Source: an optimization exercise on an open RTL-to-GDS flow (aim: small area and a short achievable clock period). Production flows keep margins and buffers that such runs may drop.
Where RTL was checked, it was by simulation tests only, not by an equivalence proof against the original.
No activity file was given, so power comes from the tool's default toggle rates.

Design BMD_64_RWDMA_FSM, start of the top module:
module BMD_64_RWDMA_FSM (
    clk,
    rst_n,
    init_rst_i,
    wdma_rst_o,
    mwr_len_i,
    mwr_count_i,
    wdma_start_o,
    wdma_addr_o,
    wdma_done_i,
    wdma_irq_o,
    next_wdma_addr_i,
    next_wdma_up_addr_i,
    next_wdma_valid_i,
    wdma_start_i,
    wdma_stop_i,
    wdma_running_o,
    wdma_frame_len_i,
    timeframe_end_i,
    wdma_buf_ptr_o,
    wdma_status_o,
    cc_timeout_o
);
For scale: ~1,100 cells after synthesis, about 120 flip-flops, about 0.0097 mm² of cells after synthesis.
export LEC_CHECK = 0
export CAP_MARGIN = 20
export CORE_MARGIN = 2
export CORE_UTILIZATION = 60
export PLACE_DENSITY = 0.75
export SETUP_SLACK_MARGIN = 4.3
export SLEW_MARGIN = 20
export SYNTH_HIERARCHICAL = 1
export SYNTH_MINIMUM_KEEP_SIZE = 0
create_clock -name core_clock -period 8.5 [get_ports {clk}]
standard.sh (not shown) runs the stock make flow with config.mk's settings and CLKGATE_MAP_FILE= SYNTH_SCRIPT=/design/flow/synth_recipe.tcl, a recipe that flattens the netlist after the stock synthesis.
==> flow/flow/run.sh <==
#!/bin/bash
# Standard layout, but with sky130_fd_sc_hd__buf_1 as the port buffer cell
# (instead of the default clkdlybuf4s50_1, which is larger and slower).
set -euo pipefail
export BUFFER_PORTS_ARGS="-buffer_cell sky130_fd_sc_hd__buf_1"
bash standard.sh finish > flow_make.log 2>&1
Edit:
--- a/flow/design.v
+++ b/flow/design.v
@@ -47,25 +47,24 @@
 reg             wdma_start_o;
 reg             wdma_running_o;
 reg    [3:0]    wdma_status_o;
 reg             st_idle, st_load, st_wait, st_dma, st_check, st_stop;
 reg             prev_check;          
 reg             timeframe_end_prev;
 reg [15:0]      wdma_buf_cnt;
 reg             next_wdma_valid;
 reg             wdma_stop;
-reg [14:0]      to_lfsr;
-reg             cc_timeout_q;
+reg [15:0]      cnt_16bit;
 reg [1:0]       a_lo;
 reg [11:0]      a_hi;
 reg [26:0]      s_q;
 reg [26:0]      c_q;
-wire            cc_timeout_o = cc_timeout_q;
+wire            cc_timeout_o = cnt_16bit[15];
 wire            wdma_rst_o = timeframe_end_i & st_wait;
 wire [15:0]     wdma_buf_ptr_o = wdma_buf_cnt;
 wire [26:0]     mid;
     wire ag0 = s_q[0] & c_q[0];
     wire ap0;
     rw_x2 u_ap0 (.a(s_q[0]), .b(c_q[0]), .y(ap0));
     wire ag1 = s_q[1] & c_q[1];
     wire ap1;
     rw_x2 u_ap1 (.a(s_q[1]), .b(c_q[1]), .y(ap1));
@@ -310,33 +309,29 @@
     rw_x2 u_sum20 (.a(ap20), .b(g16_19), .y(mid[20]));
     rw_x2 u_sum21 (.a(ap21), .b(g16_20), .y(mid[21]));
     rw_x2 u_sum22 (.a(ap22), .b(g16_21), .y(mid[22]));
     rw_x2 u_sum23 (.a(ap23), .b(g16_22), .y(mid[23]));
     rw_x2 u_sum24 (.a(ap24), .b(g16_23), .y(mid[24]));
     rw_x2 u_sum25 (.a(ap25), .b(g16_24), .y(mid[25]));
     wire ap26;
     rw_x2 u_ap26 (.a(s_q[26]), .b(c_q[26]), .y(ap26));
     rw_x2 u_sum26 (.a(ap26), .b(g16_25), .y(mid[26]));
-    assign c26 = g16_25;
-    assign p26 = ap26;
-wire            c26;
-wire            p26;
 wire [11:0]     hi_ones;
 wire [11:0]     out_hi;
 assign hi_ones[0] = 1'b1;
 genvar gi;
 generate for (gi = 1; gi < 12; gi = gi + 1) begin : g_hi
     assign hi_ones[gi] = hi_ones[gi-1] & a_hi[gi-1];
 end endgenerate
-wire [11:0]     hi_c0 = a_hi ^ (hi_ones & {12{p26}});
-wire [11:0]     hi_c1 = a_hi ^ (hi_ones & {12{~p26}});
 generate for (gi = 0; gi < 12; gi = gi + 1) begin : g_hx
-    rw_mux2 u_hm (.a(hi_c0[gi]), .b(hi_c1[gi]), .s(c26), .y(out_hi[gi]));
+    wire inc;
+    rw_a2 u_hc (.a(mid[26]), .b(hi_ones[gi]), .y(inc));
+    rw_x2 u_hx (.a(a_hi[gi]), .b(inc), .y(out_hi[gi]));
 end endgenerate
 assign wdma_addr_o = {out_hi, mid[25:0], a_lo};
 wire [25:0]     x = s_q[25:0];
 wire [26:0]     ts_n;
 wire [26:0]     tc_n;
     wire pp0_0 = ~(mwr_len_i[0] & mwr_count_i[0]);
     wire pp0_1 = ~(mwr_len_i[0] & mwr_count_i[1]);
     wire pp0_2 = ~(mwr_len_i[0] & mwr_count_i[2]);
     wire pp0_3 = ~(mwr_len_i[0] & mwr_count_i[3]);
@@ -883,28 +878,27 @@
     end
     else if (init_rst_i) begin
         a_lo <= 2'b0;
         a_hi <= 12'b0;
     end
     else begin
         a_hi <= out_hi;
     end
 end
-wire            to_fb = to_lfsr[14] ^ to_lfsr[13] ^ (to_lfsr[13:0] == 14'd0);
 always @(posedge clk) begin
-    if (!rst_n || init_rst_i || timeframe_end_i) begin
-        to_lfsr <= 15'd0;
-        cc_timeout_q <= 1'b0;
+    if (!rst_n) begin
+        cnt_16bit <= 16'b0;
+    end
+    else if (init_rst_i || timeframe_end_i) begin
+        cnt_16bit <= 16'b0;
     end
-    else if (!cc_timeout_q && st_wait) begin
-        to_lfsr <= {to_lfsr[13:0], to_fb};
-        if (to_lfsr == 15'h4000)
-            cc_timeout_q <= 1'b1;
+    else if (!cnt_16bit[15] && st_wait) begin
+        cnt_16bit <= cnt_16bit + 16'd1;
     end
 end
 always @(posedge clk) begin
     prev_check <= st_check;
 end
 always @(posedge clk) begin
     if (!rst_n) begin
         st_idle  <= 1'b1;
         st_load  <= 1'b0;
@@ -987,18 +981,15 @@
 module rw_or2 (input a, input b, output y);
 assign y = a | b;
 endmodule
 module rw_o21ai (input a1, input a2, input b1, output y);
 assign y = ~((a1 | a2) & b1);
 endmodule
 module rw_nor2 (input a, input b, output y);
 assign y = ~(a | b);
 endmodule
-module rw_mux2 (input a, input b, input s, output y);
-assign y = s ? b : a;
-endmodule
 module rw_a2 (input a, input b, output y);
 assign y = a & b;
 endmodule
 module rw_x2 (input a, input b, output y);
 assign y = a ^ b;
 endmodule
What happened:
- sequential power barely changes
- wire length climbs slightly
- via count decreases slightly
- worst hold slack barely changes
- global-route usage went down by 0.42 points
Only the layout flow was run in the first run of this note; the RTL was not checked for function there.

-- port drivers added, routing unchanged --
The results above use ideal ports. As a check the final layouts listed here were re-extracted and re-timed, cells and wires unchanged.
Step 1 assumes that a clkbuf_16 drives the clock port and a buf_2 every other input.
Step 2 also shifts input and output timing later by t, the mid clock arrival at the registers, as if the neighbouring blocks saw the same clock.
a / b / c = ideal ports / drivers / drivers and shift; a / b = the first two.
| run | shift t [ns] | setup slack, ns | worst setup path at the end | clock arrival spread, ns | worst data-port slew with drivers (ns) |
|---|---|---|---|---|---|
| the first run | 0.446 | 4.315 / 4.274 / 3.902 | input to register | 0.009 / 0.009 | 0.06 |
| the second run | 0.458 | 3.996 / 3.955 / 3.883 | input to register | 0.009 / 0.009 | 0.06 |
After both steps every run listed still meets setup and hold. For the first run, which loses most, drivers alone change the setup slack by -0.041 ns; drivers and shift together by -0.413 ns.
